What follows belongs to an exercise in optimizing a design on an open flow for small area and a short achievable clock period; a production flow would make more cautious choices.
The RTL was checked by simulation tests, not by an equivalence proof against the original design.
Power and IR drop assume default switching activity.

`flow/design.v`:
```
module brouter
#(parameter     addr = 4'b0101)
(
    input       [143:0]     port0_ci,
    input       [143:0]     port1_ci,
    input       [143:0]     port2_ci,
    input       [143:0]     port3_ci,
    input       [143:0]     port4_ci,
    output                  port4_ack,
    input                   clk,
    input                   rst,
    output      [143:0]     port0_co,
    output      [143:0]     port1_co,
    output      [143:0]     port2_co,
    output      [143:0]     port3_co,
    output      [143:0]     port4_co,
    output                  port4_ready);
    localparam [1:0] ax = addr[3:2];
    localparam [1:0] ay = addr[1:0];
    reg [7:0]  gold_sel;
    reg [15:0] prand;
    always @(posedge clk) begin
        if (rst) gold_sel <= 8'd0;
        else gold_sel <= gold_sel + 8'd1;
        if (rst) prand <= 16'h0001;
        else prand <= {prand[14:0], prand[7] ^ prand[3]};
    end
    wire [7:0] gold_nxt = rst ? 8'd0 : gold_sel + 8'd1;
    wire [143:0] ci [0:3];
    assign ci[0] = port0_ci;
    assign ci[1] = port1_ci;
    assign ci[2] = port2_ci;
    assign ci[3] = port3_ci;
    wire [3:0] vin, ejin;
    genvar k;
    generate for (k = 0; k < 4; k = k + 1) begin : g_in
        assign vin[k] = ci[k][11] & ~rst;
        assign ejin[k] = vin[k] & (ci[k][3:0] == addr);
    end endgenerate
    wire [3:0] eoh = {ejin[3] & ~|ejin[2:0], ejin[2] & ~|ejin[1:0], ejin[1] & ~ejin[0], ejin[0]};
    wire [3:0] pvin = vin & ~eoh;    
    reg [143:0] d1 [0:3];    
    reg [3:0]   e1;          
    reg         ejv1;        
    reg         rdy1;        
    generate for (k = 0; k < 4; k = k + 1) begin : g_r1
        always @(posedge clk)
            d1[k] <= {ci[k][143:12], pvin[k], ci[k][10:0]};
    end endgenerate
    always @(posedge clk) begin
        e1   <= eoh;
        ejv1 <= |ejin;
        rdy1 <= ~&pvin;
    end
    wire [143:0] ej_data;
    pick4 pe(.s(e1), .a(d1[0]), .b(d1[1]), .c(d1[2]), .d(d1[3]), .y(ej_data));
    assign port4_co = {ej_data[143:12], ejv1, ej_data[10:0]};
    assign port4_ready = rdy1;
    wire vi = port4_ci[11] & ~rst;
    assign port4_ack = vi & rdy1;
    wire [3:0] pv1 = {d1[3][11], d1[2][11], d1[1][11], d1[0][11]};
    wire [3:0] inj = {vi & &pv1[2:0] & ~pv1[3], vi & &pv1[1:0] & ~pv1[2], vi & pv1[0] & ~pv1[1], vi & ~pv1[0]};
    function [4:0] dirs(input [143:0] f, input v);
        reg [3:0] rm;
        begin
            rm = v ? {f[3:2] < ax, f[3:2] > ax, f[1:0] > ay, f[1:0] < ay} : 4'b0000;
            dirs = {rm[1] | rm[0], rm[2], rm[0]};
        end
    endfunction
    wire pr_nxt = rst ? 1'b0 : prand[2];
    wire [3:0] sv;               
    wire [3:0] sg;               
    wire [2:0] sq [0:3];         
    wire [2:0] sd [0:3];         
    wire gi = {port4_ci[15:12], port4_ci[7:4]} == gold_nxt;
    wire [2:0] di = dirs(port4_ci, vi);
    generate for (k = 0; k < 4; k = k + 1) begin : g_slot
        assign sv[k] = pv1[k] | inj[k];
        assign sg[k] = inj[k] ? gi : ({d1[k][15:12], d1[k][7:4]} == gold_nxt);
        assign sq[k] = inj[k] ? port4_ci[10:8] : d1[k][10:8];
        assign sd[k] = inj[k] ? di : dirs(d1[k], pv1[k]);
    end endgenerate
    function beats(input integer a, input integer b);
        beats = (sv[a] & sv[b] & sg[a] & sg[b] & (sq[b] > sq[a])) |
                (sv[a] & sv[b] & ~sg[a] & sg[b]) |
                (sv[a] & sv[b] & ~sg[a] & ~sg[b] & pr_nxt) |
                (~sv[a] & sv[b]);
    endfunction
    reg [143:0] d2 [0:3];
    reg [143:0] di2;
    reg [3:0]   is2;
    reg [3:0]   v2;
    reg [2:0]   w2 [0:3];        
    reg         w02, w13, w01, w03, w21, w23;
    generate for (k = 0; k < 4; k = k + 1) begin : g_r2
        always @(posedge clk) begin
            d2[k] <= d1[k];
            w2[k] <= sd[k];
        end
    end endgenerate
    always @(posedge clk) begin
        di2 <= port4_ci;
        is2 <= inj;
        v2  <= sv;
        w02 <= beats(0, 2);
        w13 <= beats(1, 3);
        w01 <= beats(0, 1);
        w03 <= beats(0, 3);
        w21 <= beats(2, 1);
        w23 <= beats(2, 3);
    end
    wire swA = w02 ? ~w2[2][2] : w2[0][2];
    wire swB = w13 ? ~w2[3][2] : w2[1][2];
    wire winC = swA ? (swB ? w23 : w21) : (swB ? w03 : w01);
    wire swC = winC ? ~(swB ? w2[3][1] : w2[1][1]) : (swA ? w2[2][1] : w2[0][1]);
    wire winD = swA ? (swB ? w01 : w03) : (swB ? w21 : w23);
    wire swD = winD ? ~(swB ? w2[1][0] : w2[3][0]) : (swA ? w2[0][0] : w2[2][0]);
    wire [3:0] s0 = swC ? (swB ? 4'b1000 : 4'b0010) : (swA ? 4'b0100 : 4'b0001);
    wire [3:0] s1 = swC ? (swA ? 4'b0100 : 4'b0001) : (swB ? 4'b1000 : 4'b0010);
    wire [3:0] s2 = swD ? (swB ? 4'b0010 : 4'b1000) : (swA ? 4'b0001 : 4'b0100);
    wire [3:0] s3 = swD ? (swA ? 4'b0001 : 4'b0100) : (swB ? 4'b0010 : 4'b1000);
    wire [4:0] q0 = {|(s0 & is2), s0 & ~is2};
    wire [4:0] q1 = {|(s1 & is2), s1 & ~is2};
    wire [4:0] q2 = {|(s2 & is2), s2 & ~is2};
    wire [4:0] q3 = {|(s3 & is2), s3 & ~is2};
    wire [143:0] o0, o1, o2, o3;
    pick5 p0(.s(q0), .a(d2[0]), .b(d2[1]), .c(d2[2]), .d(d2[3]), .e(di2), .y(o0));
    pick5 p1(.s(q1), .a(d2[0]), .b(d2[1]), .c(d2[2]), .d(d2[3]), .e(di2), .y(o1));
    pick5 p2(.s(q2), .a(d2[0]), .b(d2[1]), .c(d2[2]), .d(d2[3]), .e(di2), .y(o2));
    pick5 p3(.s(q3), .a(d2[0]), .b(d2[1]), .c(d2[2]), .d(d2[3]), .e(di2), .y(o3));
    reg [143:0] d3 [0:3];
    always @(posedge clk) begin
        d3[0] <= {o0[143:12], |(s0 & v2), o0[10:0]};
        d3[1] <= {o1[143:12], |(s1 & v2), o1[10:0]};
        d3[2] <= {o2[143:12], |(s2 & v2), o2[10:0]};
        d3[3] <= {o3[143:12], |(s3 & v2), o3[10:0]};
    end
    assign port0_co = d3[0];
    assign port1_co = d3[1];
    assign port2_co = d3[2];
    assign port3_co = d3[3];
endmodule
module pick5
(
    input  [4:0]   s,
    input  [143:0] a,
    input  [143:0] b,
    input  [143:0] c,
    input  [143:0] d,
    input  [143:0] e,
    output [143:0] y
);
    assign y = ({144{s[0]}} & a) | ({144{s[1]}} & b) | ({144{s[2]}} & c) |
               ({144{s[3]}} & d) | ({144{s[4]}} & e);
endmodule
module pick4
(
    input  [3:0]   s,
    input  [143:0] a,
    input  [143:0] b,
    input  [143:0] c,
    input  [143:0] d,
    output [143:0] y
);
    assign y = ({144{s[0]}} & a) | ({144{s[1]}} & b) | ({144{s[2]}} & c) |
               ({144{s[3]}} & d);
endmodule
```
`flow/flow/run.sh`:
```
#!/bin/bash
set -euo pipefail
export BUFFER_PORTS_ARGS="-buffer_cell sky130_fd_sc_hd__buf_1"
export CTS_ARGS="-sink_clustering_enable -repair_clock_nets -sink_clustering_size 30 -sink_clustering_max_diameter 120 -dont_use_dummy_load"
bash standard.sh finish > standard_flow.log 2>&1
```
`flow/standard.sh`:
```
#!/bin/bash
# synth_recipe.tcl (not shown) runs the flow's synth.tcl, then flattens the netlist and writes it again
# the make line also repeats each setting of config.mk as NAME=value (left out here)
make -C /OpenROAD-flow-scripts/flow DESIGN_CONFIG=/design/flow/config.mk WORK_HOME=/design/flow/orfs CLKGATE_MAP_FILE= SYNTH_SCRIPT=/design/flow/synth_recipe.tcl "${@:-finish}"
```
`flow/config.mk`:
```
export PLATFORM = sky130hd
export DESIGN_NAME = brouter
export DESIGN_NICKNAME = brouter
export VERILOG_FILES = /design/flow/design.v
export SDC_FILE = /design/flow/constraint.sdc
export NUM_CORES = 4
export LEC_CHECK = 0
export CAP_MARGIN = 20
export CORE_AREA = 5 5 515 515
export DIE_AREA = 0 0 520 520
export SETUP_SLACK_MARGIN = 3.2
export SLEW_MARGIN = 20
export SYNTH_HIERARCHICAL = 1
```
`flow/constraint.sdc`:
```
create_clock -name core_clock -period 6.0 [get_ports {clk}]
set_input_delay 1.2000 -clock core_clock [delete_from_list [all_inputs] [get_ports {clk}]]
set_output_delay 1.2000 -clock core_clock [all_outputs]
set_load 0.01 [all_outputs]
```
==> flow_metrics.tcl, run 1 <==
set metrics [dict create \
    cts_buffer_depth 3 \
    grt_usage 0.297 \
    antenna_found_initial 180 \
    nets 7237 \
    drc_errors 0 \
    grt_start_max_net_pins 54 \
    die_h_um 520 \
    timing.fmax_mhz 295 \
    cap_violations 0 \
    cts_tree "done" \
    finalSetupViolCount 0 \
    worstSkewPairLatency_ps 790 \
    syn_avg_cell_area_um2 12.1 \
    gp_congestion 0.945 \
    min_period_ps 3390 \
    worst-slew-pin-transition_ps 873 \
    slew_headroom 0.418 \
    vdd_drop_max_v 0.000291 \
    grt_pass1_wl_um 540000 \
    row_count 187 \
    core_area_um2 259000 \
    instances_no_fill 10000 \
    netlist_area_um2 58300 \
    critical_path_class "flip-flop to output port" \
    finalMaxSlewViolations 0 \
    period_share 0.564 \
    dieArea_um2 270000 \
    hp-class "flip-flop to flip-flop" \
    vias 58900 \
    num_io_pins 1444 \
    firstDrtPassIters 15 \
    arrival_ps 2190 \
    grt_pass1_vias 53900 \
    clock-sinks 1915 \
    overflow 0 \
    p_per_area_nw_per_um2 368 \
    rsz0062_at_grt "yes" \
    worst_setup_path_end_kind "output port" \
    leakagePower_nw 31.8 \
    die_w_um 520 \
    ys_warn_count 15 \
    cts_buffers 81 \
    ctsRootBufferMaster "clkbuf_16" \
    final_antenna_net_count 0 \
    cp-start-kind "flip-flop" \
    htreeDepth 3 \
    place_hpwl_um 241000 \
    drive_above_1_share 0.195 \
    hold_violations 0 \
    power_mw 30.3 \
    first_iter_violations 13100 \
    skew_ps 86.9 \
    place_inst 9320 \
    area_growth_pct 41.3 \
    synth_nets 5545 \
    fin_tns_setup_ps 0 \
    placement.io_buffers 1443 \
    syn_inst 4804 \
    path_max_fanout 8 \
    critPathRequiredTime_ps 4800 \
    status "timing/DRC/antenna clean" \
    wl_per_cell_um 49.1 \
    cts_hold_buf 0 \
    start_util 0.225 \
    wirelength_um 492000 \
    vias_per_cell 5.87 \
    clk_pin_slew_worst_paths_ps 110 \
]
sequential cells by signal (all words and copies together) (netlist names), 4 cells and up:
signal / flops
gold_sel: 8
e1: 4
di2: 143
d3: 576
d1: 576
is2: 4
d2: 572
w2: 12
v2: 4
prand: 8
layer usage:
metal,up-vias,global-route usage,part of all wire
met5,-,0,0.0016
met4,66,0.220,0.10
met3,1750,0.0894,0.12
met2,6279,0.464,0.43
met1,28700,0.345,0.35
li1,22100,-,-
what timing repair did:
item / in CTS / in global routing
gates cloned: 118 / 150
pin swaps: 211 / 866
resized for setup: 784 / 433
setup endpoints to repair: 748 / 723
buffers inserted: 127 / 100
power by group:
| group | total (mW) | switching (mW) | internal (mW) | leakage (nW) |
|---|---|---|---|---|
| clock | 6.56 | 4.13 | 2.43 | 0.999 |
| sequential | 15.4 | 1.21 | 14.2 | 16.1 |
| combinational | 8.38 | 5.48 | 2.90 | 14.7 |
| total | 30.3 | 10.8 | 19.5 | 31.8 |
per-stage QoR:
stage | hold WS, ps | setup WS, ps | cell area, um2 | util
after floorplan | 331 | 2650 | 58400 | -
after global placement | 336 | 1770 | 66800 | 0.258
after detailed placement | 338 | 1790 | 66800 | 0.258
after CTS | 307 | 2630 | 75900 | 0.293
after global routing | 297 | 2620 | 82300 | 0.317
final | 287 | 2610 | 82400 | 0.318
final timing paths:
path	from	to	slack [ps]	cells after the start
worst max-delay path	e1[2]$_DFF_P_	port4_co[114]	2610	5
worst min-delay path	d1[1][108]$_DFF_P_	d2[1][108]$_DFF_P_	290	0
worst max register to register	w13$_DFF_P_	d3[2][97]$_DFF_P_	2860	11
worst min register to register	d1[1][108]$_DFF_P_	d2[1][108]$_DFF_P_	290	0
layout by cell type, fill, tap and decap left out, types with 9 or more instances in the layout:
master     count
buf_16       172
inv_1         29
buf_6        144
a222oi_1     572
clkbuf_16    193
xnor2_1       12
ha_1          14
mux2i_1       13
diode_2      129
nor2_1        21
nand2_1      637
buf_1       1288
buf_8         22
a21oi_1       10
a22oi_1      598
nor2b_1       14
o21ai_0       10
a22oi_2      260
nand2_4        9
dfxtp_1     1903
buf_12       129
mux2i_4       12
buf_2         53
nand2_2       93
nand3_1        9
buf_4         76
nor3_4        16
xor2_1        13
area by class of cell:
type                       instances  area, um2
fill                           26200     177000
sequential                      1915      38400
multi-input combinational       2461      19400
timing repair buffer            2007      17900
tap                             3402       4260
clock buffer                      81       2030
antenna                          129        323
inverter                          30        114
worst max-delay path: stages (launching register included):
cell and delay (ps):
dfxtp_4 490, buf_12 240, buf_16 200, a22oi_2 90
nand2_2 230, buf_6 150
==> inputs of run 2 (changes only) <==
--- a/flow/design.v
+++ b/flow/design.v
@@ -41,7 +41,8 @@
     wire [3:0] pvin = vin & ~eoh;    
     reg [143:0] d1 [0:3];    
-    reg [3:0]   e1;          
-    reg         ejv1;        
     reg         rdy1;        
+    reg [143:0] ej1;         
+    wire [143:0] ej_data;
+    pick4 pe(.s(eoh), .a(ci[0]), .b(ci[1]), .c(ci[2]), .d(ci[3]), .y(ej_data));
     generate for (k = 0; k < 4; k = k + 1) begin : g_r1
         always @(posedge clk)
@@ -49,11 +50,8 @@
     end endgenerate
     always @(posedge clk) begin
-        e1   <= eoh;
-        ejv1 <= |ejin;
         rdy1 <= ~&pvin;
+        ej1  <= {ej_data[143:12], |ejin, ej_data[10:0]};
     end
-    wire [143:0] ej_data;
-    pick4 pe(.s(e1), .a(d1[0]), .b(d1[1]), .c(d1[2]), .d(d1[3]), .y(ej_data));
-    assign port4_co = {ej_data[143:12], ejv1, ej_data[10:0]};
+    assign port4_co = ej1;
     assign port4_ready = rdy1;
     wire vi = port4_ci[11] & ~rst;
==> flow_metrics.tcl, run 2 <==
set metrics [dict create \
    ctsRootBufferMaster "clkbuf_16" \
    path_delay_family "multiplexers" \
    nets 7497 \
    path_max_fanout 7 \
    syn_inst 4964 \
    ys_warn_count 15 \
    multi_input_area_um2 19600 \
    start_util 0.236 \
    cpPeakStageDelay_ps 550 \
    worst-slew-pin-transition_ps 1150 \
    finalSetupViolCount 0 \
    grt_pass1_vias 54600 \
    worst_setup_path_end_kind "flip-flop" \
    timing.fmax_mhz 294 \
    wl_per_cell_um 44.6 \
    dieArea_um2 270000 \
    critPathRequiredTime_ps 6490 \
    first_iter_violations 12500 \
    cp-start-kind "flip-flop" \
    n_fill_cell 25600 \
    cts_buffer_depth 3 \
    row_count 187 \
    arrival_ps 3890 \
    period_share 0.568 \
    hp-class "flip-flop to flip-flop" \
    firstDrtPassIters 17 \
    final_antenna_net_count 0 \
    place_hpwl_um 230000 \
    skew_ps 142 \
    finalMaxSlewViolations 0 \
    critPathSlowestCell "mux4_2" \
    cts_hold_buf 0 \
    crit_top_cell "buf_6" \
    p_per_area_nw_per_um2 378 \
    clk_pin_slew_worst_paths_ps 120 \
    rsz0062_at_grt "yes" \
    seq_area_um2 41100 \
    drc_errors 0 \
    status "timing/DRC/antenna clean" \
    fin_area_um2 86600 \
    synth_nets 5705 \
    antenna_found_initial 142 \
    grt_start_max_net_pins 84 \
    core_area_um2 259000 \
    crit_buf_inv 6 \
    cts_tree "done" \
    overflow 0 \
    drive_above_1_share 0.182 \
    fin_tns_setup_ps 0 \
    cap_violations 0 \
    utilization 0.334 \
    placement.io_buffers 1443 \
    netlist_area_um2 61200 \
    area_growth_pct 41.5 \
    vdd_drop_max_v 0.000270 \
    vias 59600 \
    num_io_pins 1444 \
    cts_buffers 87 \
    wirelength_um 458000 \
    clock-sinks 2054 \
    gp_congestion 0.976 \
    final_common_cell "dfxtp_1" \
    syn_avg_cell_area_um2 12.3 \
    hold_violations 0 \
    slew_headroom 0.236 \
    die_w_um 520 \
    grt_usage 0.291 \
    placedInstanceArea_um2 69700 \
    mostFrequentLayoutCells "dfxtp_1, buf_1, nand2_1" \
    reg_top3 "d1: 576 flops, d3: 576 flops, d2: 572 flops" \
    worstSkewPairLatency_ps 800 \
    vias_per_cell 5.80 \
    leakagePower_nw 33.5 \
    htreeDepth 3 \
    grt_pass1_wl_um 533000 \
    die_h_um 520 \
    critical_path_class "flip-flop to flip-flop" \
    min_period_ps 3410 \
    worstPathCellList "nor2_4 -> a21o_4 -> mux4_2 -> buf_6 -> mux2i_4 -> buf_6 -> buf_6 -> nor3_4 -> buf_12 -> buf_6 -> buf_16 -> a222oi_1 -> nand2_1" \
]
==> run 2: power breakdown <==
group	internal, mW	switching, mW
Combinational	3.71	5.91
Sequential	15.1	1.08
Clock	2.61	4.37
Total	21.4	11.4
==> run 2: routing by layer <==
layer / part of all wire / global-route usage
met5: 0.0012 / 0
met4: 0.10 / 0.210
met3: 0.13 / 0.108
met2: 0.42 / 0.444
met1: 0.34 / 0.336
==> run 2: area by class of cell <==
class | count | share of cell area
diodes | 113 | 0.00326
clock buffers | 87 | 0.0251
inverters | 29 | 0.00136
multi-input cells | 2481 | 0.226
flip-flops and latches | 2054 | 0.475
well taps | 3402 | 0.0491
repair buffers | 2103 | 0.220
==> run 2: worst paths after layout <==
check / slack (ps) / end / from / depth (start not counted)
max: 2590 / d3[3][80]$_DFF_P_ / w13$_DFF_P_ / 13
min: 240 / d2[3][54]$_DFF_P_ / d1[3][54]$_DFF_P_ / 0
max reg2reg: 2590 / d3[3][80]$_DFF_P_ / w13$_DFF_P_ / 13
min reg2reg: 240 / d2[3][54]$_DFF_P_ / d1[3][54]$_DFF_P_ / 0
==> run 2: per-stage QoR <==
step	hold slack, ps	power (mW)	setup WS, ps	cells
floorplan	310	18.5	2830	4964
global placement	310	21.6	1860	9467
detailed placement	312	21.6	1760	9467
CTS	236	31.4	2800	9960
global route	245	33.4	2600	10200
finish	240	32.8	2590	10300
==> run 2: repair_timing <==
item / in CTS / in global routing
endpoints found under the hold margin: 0 / 0
setup buffers: 219 / 92
gates resized for setup: 717 / 279
setup endpoints to repair: 746 / 654
cloned: 187 / 104
pin swaps: 512 / 541
==> inputs of run 3 (changes only) <==
--- a/flow/design.v
+++ b/flow/design.v
@@ -18,13 +18,19 @@
     localparam [1:0] ax = addr[3:2];
     localparam [1:0] ay = addr[1:0];
-    reg [7:0]  gold_sel;
+    reg [7:0]  gold_sel, gold_p1;
     reg [15:0] prand;
     always @(posedge clk) begin
-        if (rst) gold_sel <= 8'd0;
-        else gold_sel <= gold_sel + 8'd1;
+        if (rst) begin
+            gold_sel <= 8'd0;
+            gold_p1  <= 8'd1;
+        end else begin
+            gold_sel <= gold_sel + 8'd1;
+            gold_p1  <= gold_p1 + 8'd1;
+        end
         if (rst) prand <= 16'h0001;
         else prand <= {prand[14:0], prand[7] ^ prand[3]};
     end
-    wire [7:0] gold_nxt = rst ? 8'd0 : gold_sel + 8'd1;
+    wire [7:0] gold_nxt = gold_p1;
+    wire       pr_nxt = prand[2];
     wire [143:0] ci [0:3];
     assign ci[0] = port0_ci;
@@ -56,5 +62,5 @@
     assign port4_ready = rdy1;
     wire vi = port4_ci[11] & ~rst;
-    assign port4_ack = vi & rdy1;
+    ackgate ag(.v(port4_ci[11]), .rst(rst), .ready(rdy1), .ack(port4_ack));
     wire [3:0] pv1 = {d1[3][11], d1[2][11], d1[1][11], d1[0][11]};
     wire [3:0] inj = {vi & &pv1[2:0] & ~pv1[3], vi & &pv1[1:0] & ~pv1[2], vi & pv1[0] & ~pv1[1], vi & ~pv1[0]};
@@ -66,5 +72,4 @@
         end
     endfunction
-    wire pr_nxt = rst ? 1'b0 : prand[2];
     wire [3:0] sv;               
     wire [3:0] sg;               
@@ -89,10 +94,11 @@
     reg [3:0]   is2;
     reg [3:0]   v2;
-    reg [2:0]   w2 [0:3];        
-    reg         w02, w13, w01, w03, w21, w23;
+    reg [1:0]   w2 [0:3];        
+    reg         w01, w03, w21, w23;
+    reg         swA, swB;
     generate for (k = 0; k < 4; k = k + 1) begin : g_r2
         always @(posedge clk) begin
             d2[k] <= d1[k];
-            w2[k] <= sd[k];
+            w2[k] <= sd[k][1:0];
         end
     end endgenerate
@@ -101,13 +107,11 @@
         is2 <= inj;
         v2  <= sv;
-        w02 <= beats(0, 2);
-        w13 <= beats(1, 3);
         w01 <= beats(0, 1);
         w03 <= beats(0, 3);
         w21 <= beats(2, 1);
         w23 <= beats(2, 3);
+        swA <= beats(0, 2) ? ~sd[2][2] : sd[0][2];
+        swB <= beats(1, 3) ? ~sd[3][2] : sd[1][2];
     end
-    wire swA = w02 ? ~w2[2][2] : w2[0][2];
-    wire swB = w13 ? ~w2[3][2] : w2[1][2];
     wire winC = swA ? (swB ? w23 : w21) : (swB ? w03 : w01);
     wire swC = winC ? ~(swB ? w2[3][1] : w2[1][1]) : (swA ? w2[2][1] : w2[0][1]);
@@ -164,2 +168,11 @@
                ({144{s[3]}} & d);
 endmodule
+module ackgate
+(
+    input  v,
+    input  rst,
+    input  ready,
+    output ack
+);
+    assign ack = v & ~rst & ready;
+endmodule
==> flow/flow/run.sh (replaced) <==
#!/bin/bash
set -euo pipefail
export BUFFER_PORTS_ARGS="-buffer_cell sky130_fd_sc_hd__buf_1"
export CTS_ARGS="-sink_clustering_enable -repair_clock_nets -sink_clustering_size 24 -sink_clustering_max_diameter 100 -dont_use_dummy_load"
bash standard.sh finish > standard_flow.log 2>&1
--- a/flow/config.mk
+++ b/flow/config.mk
@@ -9,5 +9,5 @@
 export CORE_AREA = 5 5 515 515
 export DIE_AREA = 0 0 520 520
-export SETUP_SLACK_MARGIN = 3.2
+export SETUP_SLACK_MARGIN = 3.0
 export SLEW_MARGIN = 20
 export SYNTH_HIERARCHICAL = 1
==> flow_metrics.tcl, run 3 <==
set metrics [dict create \
    status "timing/DRC/antenna clean" \
    die_h_um 520 \
    vdd_drop_max_v 0.000277 \
    synth_nets 5636 \
    first_iter_violations 10700 \
    place_inst 9403 \
    vias 53100 \
    cts_buffers 111 \
    area_growth_pct 20.1 \
    cap_violations 0 \
    hold_slack_ps 241 \
    timing.fmax_mhz 326 \
    nets 6889 \
    cts_tree "done" \
    grt_pass1_vias 49600 \
    fin_tns_setup_ps 0 \
    row_count 187 \
    path_max_fanout 70 \
    critPathRequiredTime_ps 6620 \
    instances_no_fill 9647 \
    final_common_cell "dfxtp_1" \
    fin_area_um2 73200 \
    drc_errors 0 \
    core_area_um2 259000 \
    final_antenna_net_count 0 \
    finalMaxSlewViolations 0 \
    min_period_ps 3070 \
    ctsRootBufferMaster "clkbuf_16" \
    hold_violations 0 \
    clock-sinks 2050 \
    pre_cts_ws_ps 1870 \
    syn_inst 4895 \
    utilization 0.282 \
    wl_per_cell_um 35.6 \
    setup_slack_ps 2930 \
    ys_warn_count 15 \
    hp-class "flip-flop to flip-flop" \
    worstSkewPairLatency_ps 840 \
    grt_start_max_net_pins 86 \
    slew_headroom 0.122 \
    die_w_um 520 \
    mostFrequentLayoutCells "dfxtp_1, buf_1, a22oi_1" \
    cpPeakStageDelay_ps 600 \
    clk_pin_slew_worst_paths_ps 90 \
    cts_buffer_depth 3 \
    skew_ps 153 \
    leakagePower_nw 27.9 \
    dieArea_um2 270000 \
    cp-start-kind "primary input" \
    antenna_found_initial 143 \
    htreeDepth 3 \
    wirelength_um 343000 \
    worst-slew-pin-transition_ps 1320 \
    worst_setup_path_end_kind "flip-flop" \
    firstDrtPassIters 14 \
    finalSetupViolCount 0 \
    placement.io_buffers 1443 \
    critical_path_class "primary input to flip-flop" \
    num_io_pins 1444 \
    start_util 0.235 \
    syn_avg_cell_area_um2 12.4 \
    gp_congestion 0.978 \
    reg_top3 "d1: 576 flops, d3: 576 flops, d2: 572 flops" \
    place_hpwl_um 240000 \
    drive_above_1_share 0.0613 \
    arrival_ps 3700 \
    rsz0062_at_grt "no" \
    period_share 0.512 \
    cts_hold_buf 0 \
    overflow 0 \
    critPathSlowestCell "nor4bb_4" \
    grt_pass1_wl_um 446000 \
    power_mw 29.5 \
    crit_top_cell "buf_12" \
    placedInstanceArea_um2 69400 \
    grt_usage 0.236 \
    vias_per_cell 5.51 \
    netlist_area_um2 60900 \
    p_per_area_nw_per_um2 404 \
    worstPathCellList "buf_1 -> nor4bb_4 -> and3b_4 -> buf_12 -> nor2_4 -> buf_12 -> a22oi_1 -> nand2_1" \
]
run 3: final cells by class:
class | instances | area [um2]
fillers | 26900 | 186000
flip-flops and latches | 2050 | 41000
multi-input cells | 2421 | 17800
repair buffers | 1541 | 6990
well taps | 3402 | 4260
clock buffers | 111 | 2780
diodes | 99 | 248
inverters | 23 | 86.3
run 3: final timing paths:
path / from / endpoint / slack, ps / cells past startpoint
worst max-delay path: port0_ci[2] / ej1[64]$_DFF_P_ / 2930 / 8
worst max register to register: swB$_DFF_P_ / d3[0][98]$_DFF_P_ / 2970 / 6
worst min register to register: d1[0][87]$_DFF_P_ / d2[0][87]$_DFF_P_ / 240 / 0
worst min-delay path: d1[0][87]$_DFF_P_ / d2[0][87]$_DFF_P_ / 240 / 0
run 3: critical path: cells and delay by family:
family | cells | cell delay [ps]
AO/OA/AOI/OAI | 1 | 390
buffers and inverters | 3 | 580
AND/OR/NAND/NOR | 4 | 1170
run 3: routing by layer:
| metal | share of wire | routed length, um | up-vias | track usage |
|---|---|---|---|---|
| met4 | 0.082 | 28300 | 68 | 0.156 |
| met2 | 0.44 | 150000 | 5044 | 0.367 |
| met3 | 0.13 | 45100 | 1121 | 0.0848 |
| met1 | 0.35 | 119000 | 25700 | 0.274 |
| met5 | 0.0015 | 524 | - | 0 |
| li1 | - | - | 21200 | - |
run 3: repair_timing:
item | 4_1_cts | 5_1_grt
resized for setup | 69 | 22
gates cloned | 4 | 2
endpoints found under the setup margin | 724 | 125
pin swaps | 5 | 8
hold endpoints to repair | 0 | 0
setup buffers | 20 | 7
run 3: report_power, final:
part	internal, mW	total [mW]	switching (mW)
sequential	15.1	16.0	0.935
combinational	1.65	5.83	4.18
clock	3.26	7.69	4.43
total	20.0	29.5	9.55
==> inputs of run 4 (changes only) <==
--- a/flow/config.mk
+++ b/flow/config.mk
@@ -9,5 +9,5 @@
 export CORE_AREA = 5 5 515 515
 export DIE_AREA = 0 0 520 520
-export SETUP_SLACK_MARGIN = 3.0
+export SETUP_SLACK_MARGIN = 3.3
 export SLEW_MARGIN = 20
 export SYNTH_HIERARCHICAL = 1
==> flow_metrics.tcl, run 4 <==
set metrics [dict create \
    grt_start_max_net_pins 82 \
    reg_top3 "d1: 576 flops, d3: 576 flops, d2: 572 flops" \
    cts_buffers 105 \
    htreeDepth 3 \
    worst_setup_path_end_kind "output port" \
    ys_warn_count 15 \
    critPathRequiredTime_ps 4800 \
    wirelength_um 376000 \
    die_h_um 520 \
    wl_per_cell_um 38.6 \
    p_sw_frac 0.327 \
    finalSetupViolCount 0 \
    p_switching_mw 9.79 \
    skew_ps 109 \
    cp-start-kind "primary input" \
    vias 54300 \
    status "timing/DRC/antenna clean" \
    vdd_drop_max_v 0.000308 \
    timing.fmax_mhz 334 \
    critical_path_class "primary input to output port" \
    cts_tree "done" \
    final_common_cell "dfxtp_1" \
    clk_pin_slew_worst_paths_ps 100 \
    finalMaxSlewViolations 0 \
    drc_errors 0 \
    num_io_pins 1444 \
    rsz0062_at_grt "yes" \
    final_antenna_net_count 0 \
    antenna_found_initial 171 \
    setup_slack_ps 3010 \
    grt_usage 0.243 \
    p_per_area_nw_per_um2 396 \
    first_iter_violations 11500 \
    arrival_ps 1790 \
    vias_per_cell 5.57 \
    gp_congestion 0.958 \
    clock-sinks 2050 \
    cap_violations 0 \
    firstDrtPassIters 15 \
    worst-slew-pin-transition_ps 960 \
    synth_nets 5636 \
    area_growth_pct 24.0 \
    ctsRootBufferMaster "clkbuf_16" \
    crit_path_end "port4_ack" \
    combPwrFrac 0.214 \
    leakagePower_nw 29.4 \
    die_w_um 520 \
    hp-class "flip-flop to flip-flop" \
    cts_hold_buf 0 \
    rrSetupSlack_ps 3160 \
    r2r-end "d3[1][82]$_DFF_P_" \
    overflow 0 \
    hold_violations 0 \
    syn_avg_cell_area_um2 12.4 \
    place_hpwl_um 238000 \
    clockPowerShare 0.250 \
    core_area_um2 259000 \
    internal_power_mw 20.1 \
    dieArea_um2 270000 \
    placement.io_buffers 1443 \
    hold_depth 0 \
    reg2reg_from "swB$_DFF_P_" \
    slew_headroom 0.360 \
    p_seq_frac 0.536 \
    grt_pass1_wl_um 457000 \
    grt_pass1_vias 50300 \
    fin_tns_setup_ps 0 \
    netlist_area_um2 60900 \
    start_util 0.235 \
    path_max_fanout 2 \
    crit_path_start "rst" \
    worstSkewPairLatency_ps 820 \
    pre_cts_ws_ps 2050 \
    syn_inst 4895 \
    period_share 0.499 \
    nets 6995 \
    drive_above_1_share 0.111 \
    min_period_ps 2990 \
    worstRegToRegCells 8 \
    row_count 187 \
    cts_buffer_depth 3 \
    mostFrequentLayoutCells "dfxtp_1, buf_1, a22oi_1" \
]
run 4: cell types whose count changed in the layout (fill, tap and decap cells not counted), sizes merged:
cell and delta:
and3b -1, bufbuf +5, clkbuf +30, buf +77
diode -1, clkdlybuf4s15 -5
run 4: power groups by stage:
stage / registers [mW] / logic [mW] / clock network (mW)
floorplan: 16.4 / 2.12 / 0
global placement: 16.3 / 5.53 / 0
detailed placement: 16.3 / 5.53 / 0
CTS: 16.0 / 5.90 / 7.58
global route: 16.1 / 6.58 / 8.06
finish: 16.0 / 6.40 / 7.49
run 4: per-layer routing:
| metal | part of all wire | global-route usage |
|---|---|---|
| met5 | 0.0015 | 0 |
| met4 | 0.084 | 0.162 |
| met3 | 0.13 | 0.0869 |
| met2 | 0.43 | 0.373 |
| met1 | 0.35 | 0.285 |
run 4: through the flow:
| step | power, mW | instances | cell area [um2] | hold WS, ps | util |
|---|---|---|---|---|---|
| finish | 29.9 | 9752 | 75600 | 252 | 0.291 |
| CTS | 29.5 | 9574 | 73800 | 248 | 0.285 |
| detailed placement | 21.8 | 9404 | 69500 | 312 | 0.268 |
| global placement | 21.8 | 9404 | 69500 | 310 | 0.268 |
| global route | 30.8 | 9705 | 75400 | 284 | 0.291 |
| floorplan | 18.5 | 4895 | 61100 | 310 | - |
run 4: worst min-delay path by stage:
stage                             from            endpoint  slack, ps
floorplan           d1[0][100]$_DFF_P_  d2[0][100]$_DFF_P_        310
global placement    d1[2][118]$_DFF_P_  d2[2][118]$_DFF_P_        310
detailed placement  d1[0][107]$_DFF_P_  d2[0][107]$_DFF_P_        310
CTS                 d1[2][128]$_DFF_P_  d2[2][128]$_DFF_P_        250
global route        d1[2][128]$_DFF_P_  d2[2][128]$_DFF_P_        280
finish              d1[2][128]$_DFF_P_  d2[2][128]$_DFF_P_        250
run 4: final cells by class:
class / count / area [um2]
fill: 26600 / 184000
sequential: 2050 / 41100
multi-input combinational: 2420 / 18000
timing repair buffer: 1654 / 9230
tap: 3402 / 4260
clock buffer: 105 / 2630
antenna: 98 / 245
inverter: 23 / 93.8
run 4: timing repair:
| item | in CTS | in global routing |
|---|---|---|
| hold endpoints to repair | 0 | 0 |
| resized for setup | 328 | 111 |
| cloned | 17 | 36 |
| setup endpoints to repair | 891 | 340 |
| pin swaps | 25 | 85 |
| setup buffers | 48 | 44 |
run 4: critical path, stage by stage:
cell	delay [ps]
buf_12	110
buf_12	130
and3b_1	220
buf_6	130
==> inputs of run 5 (changes only) <==
--- a/flow/config.mk
+++ b/flow/config.mk
@@ -9,5 +9,5 @@
 export CORE_AREA = 5 5 515 515
 export DIE_AREA = 0 0 520 520
-export SETUP_SLACK_MARGIN = 3.3
+export SETUP_SLACK_MARGIN = 3.15
 export SLEW_MARGIN = 20
 export SYNTH_HIERARCHICAL = 1
==> flow_metrics.tcl, run 5 <==
set metrics [dict create \
    core_area_um2 259000 \
    synth_nets 5636 \
    fin_tns_setup_ps 0 \
    cts_hold_buf 0 \
    vias_per_cell 5.47 \
    drive_above_1_share 0.0767 \
    placement.io_buffers 1443 \
    wl_per_cell_um 36.2 \
    place_hpwl_um 247000 \
    nets 6935 \
    hp-class "flip-flop to flip-flop" \
    hold_violations 0 \
    instances_no_fill 9685 \
    syn_avg_cell_area_um2 12.4 \
    use_met1 0.277 \
    grt_usage 0.240 \
    status "timing/DRC/antenna clean" \
    multi_input_area_um2 17800 \
    power_mw 29.7 \
    critical_path_class "flip-flop to flip-flop" \
    crit_buf_inv 2 \
    clock-sinks 2050 \
    critPathSlowestCell "mux4_2" \
    syn_inst 4895 \
    crit_path_start "swB$_DFF_P_" \
    grt-busiest-layer "met2" \
    place_inst 9427 \
    die_w_um 520 \
    cts_buffers 110 \
    netlist_area_um2 60900 \
    path_max_fanout 71 \
    cap_violations 0 \
    arrival_ps 3590 \
    period_share 0.496 \
    reg2reg_from "swB$_DFF_P_" \
    cp-start-kind "flip-flop" \
    gp_congestion 0.956 \
    grt_pass1_vias 50000 \
    worst_setup_path_end_kind "flip-flop" \
    ctsRootBufferMaster "clkbuf_16" \
    grt_start_max_net_pins 85 \
    slew_headroom 0.379 \
    ys_warn_count 15 \
    skew_ps 131 \
    row_count 187 \
    final_common_cell "dfxtp_1" \
    finalMaxSlewViolations 0 \
    path_delay_family "multiplexers" \
    mostFrequentLayoutCells "dfxtp_1, buf_1, a22oi_1" \
    clk_pin_slew_worst_paths_ps 100 \
    cpPeakStageDelay_ps 580 \
    reg_top3 "d1: 576 flops, d3: 576 flops, d2: 572 flops" \
    holdCritStartpoint "d1[3][83]$_DFF_P_" \
    fin_area_um2 73900 \
    placedInstanceArea_um2 69700 \
    leakagePower_nw 28.4 \
    firstDrtPassIters 11 \
    seq_area_um2 41100 \
    timing.fmax_mhz 336 \
    worstSkewPairLatency_ps 830 \
    pre_cts_ws_ps 1890 \
    finalSetupViolCount 0 \
    first_iter_violations 10300 \
    grt_pass1_wl_um 453000 \
    worstPathCellList "mux4_2 -> mux2_4 -> buf_4 -> nor2_4 -> buf_12 -> a222oi_1 -> nand2_1" \
    dieArea_um2 270000 \
    met2_usage 0.377 \
    final_antenna_net_count 0 \
    wirelength_um 351000 \
    p_per_area_nw_per_um2 402 \
    vdd_drop_max_v 0.000312 \
    antenna_found_initial 142 \
    num_io_pins 1444 \
    cts_buffer_depth 3 \
    use_met3 0.0850 \
    setup_slack_ps 3030 \
    min_period_ps 2970 \
    drc_errors 0 \
    htreeDepth 3 \
    rsz0062_at_grt "yes" \
    die_h_um 520 \
    start_util 0.235 \
    overflow 0 \
    vias 53000 \
    critPathRequiredTime_ps 6610 \
    worst-slew-pin-transition_ps 932 \
    area_growth_pct 21.3 \
    n_fill_cell 26900 \
    cts_tree "done" \
]
==> run 5: power breakdown <==
group | switching, mW | leakage (nW) | internal (mW)
clock | 4.44 | 1.36 | 3.24
combinational | 4.26 | 9.84 | 1.74
sequential | 0.967 | 17.2 | 15.1
==> run 5: final cells by class <==
type | count | share of cell area
antenna | 91 | 0.00308
clock buffer | 110 | 0.0373
inverter | 23 | 0.00120
multi-input combinational | 2421 | 0.241
sequential | 2050 | 0.556
tap | 3402 | 0.0576
timing repair buffer | 1588 | 0.104
==> run 5: final timing paths <==
path,slack (ps),cells past startpoint,to
worst min register to register,260,0,d2[3][83]$_DFF_P_
worst max register to register,3030,7,d3[3][50]$_DFF_P_
worst min-delay path,260,0,d2[3][83]$_DFF_P_
worst max-delay path,3030,7,d3[3][50]$_DFF_P_
==> run 5: layer usage <==
layer	wire length (um)	share of wire
met5	546	0.0016
met4	28100	0.080
met3	44600	0.13
met2	154000	0.44
met1	123000	0.35
==> run 5: through the flow <==
step,hold WS [ps],util
floorplan,310,-
global placement,310,0.269
detailed placement,312,0.269
CTS,261,0.282
global route,265,0.285
finish,260,0.285
==> run 5: repair_timing <==
action                     in CTS  in global routing
pin swaps                      14                 25
gates cloned                    6                  6
setup buffers                  27                 18
gates resized for setup       120                 47
setup endpoints to repair     765                189

==> static timing again, ports no longer ideal <==
How much do the figures lean on ideal ports? The routed layouts below were timed once more, with nothing changed but the port constraints.
Step 1 assumes that a clkbuf_16 drives the clock port and a buf_2 every other input.
Step 2 times the ports against the registers' clock, not the clock port: input delays grow and output delays shrink by t, the midpoint of the rising clock arrivals with the driver on.
Three values: ideal, step 1, step 2; two values: the first two.
run | t (ns) | setup slack, ns | worst hold slack (ns) | worst data-port slew with drivers (ns) | pins driven straight from the clock port
run 1 | 0.831 | 2.613 / 2.505 / 2.244 | 0.287 / 0.287 / 0.287 | 0.39 | 1
run 2 | 0.834 | 2.594 / 2.566 / 2.034 | 0.240 / 0.240 / 0.240 | 0.51 | 1
run 3 | 0.850 | 2.928 / 2.963 / 2.117 | 0.241 / 0.241 / 0.241 | 0.34 | 1
run 4 | 0.857 | 3.005 / 2.957 / 2.276 | 0.252 / 0.252 / 0.252 | 0.36 | 1
run 5 | 0.863 | 3.025 / 2.980 / 2.355 | 0.260 / 0.260 / 0.260 | 0.34 | 1
After both steps setup and hold are still met in every run listed. For run 3, which loses most, drivers alone change the setup slack by +0.035 ns; drivers and shift together by -0.811 ns.
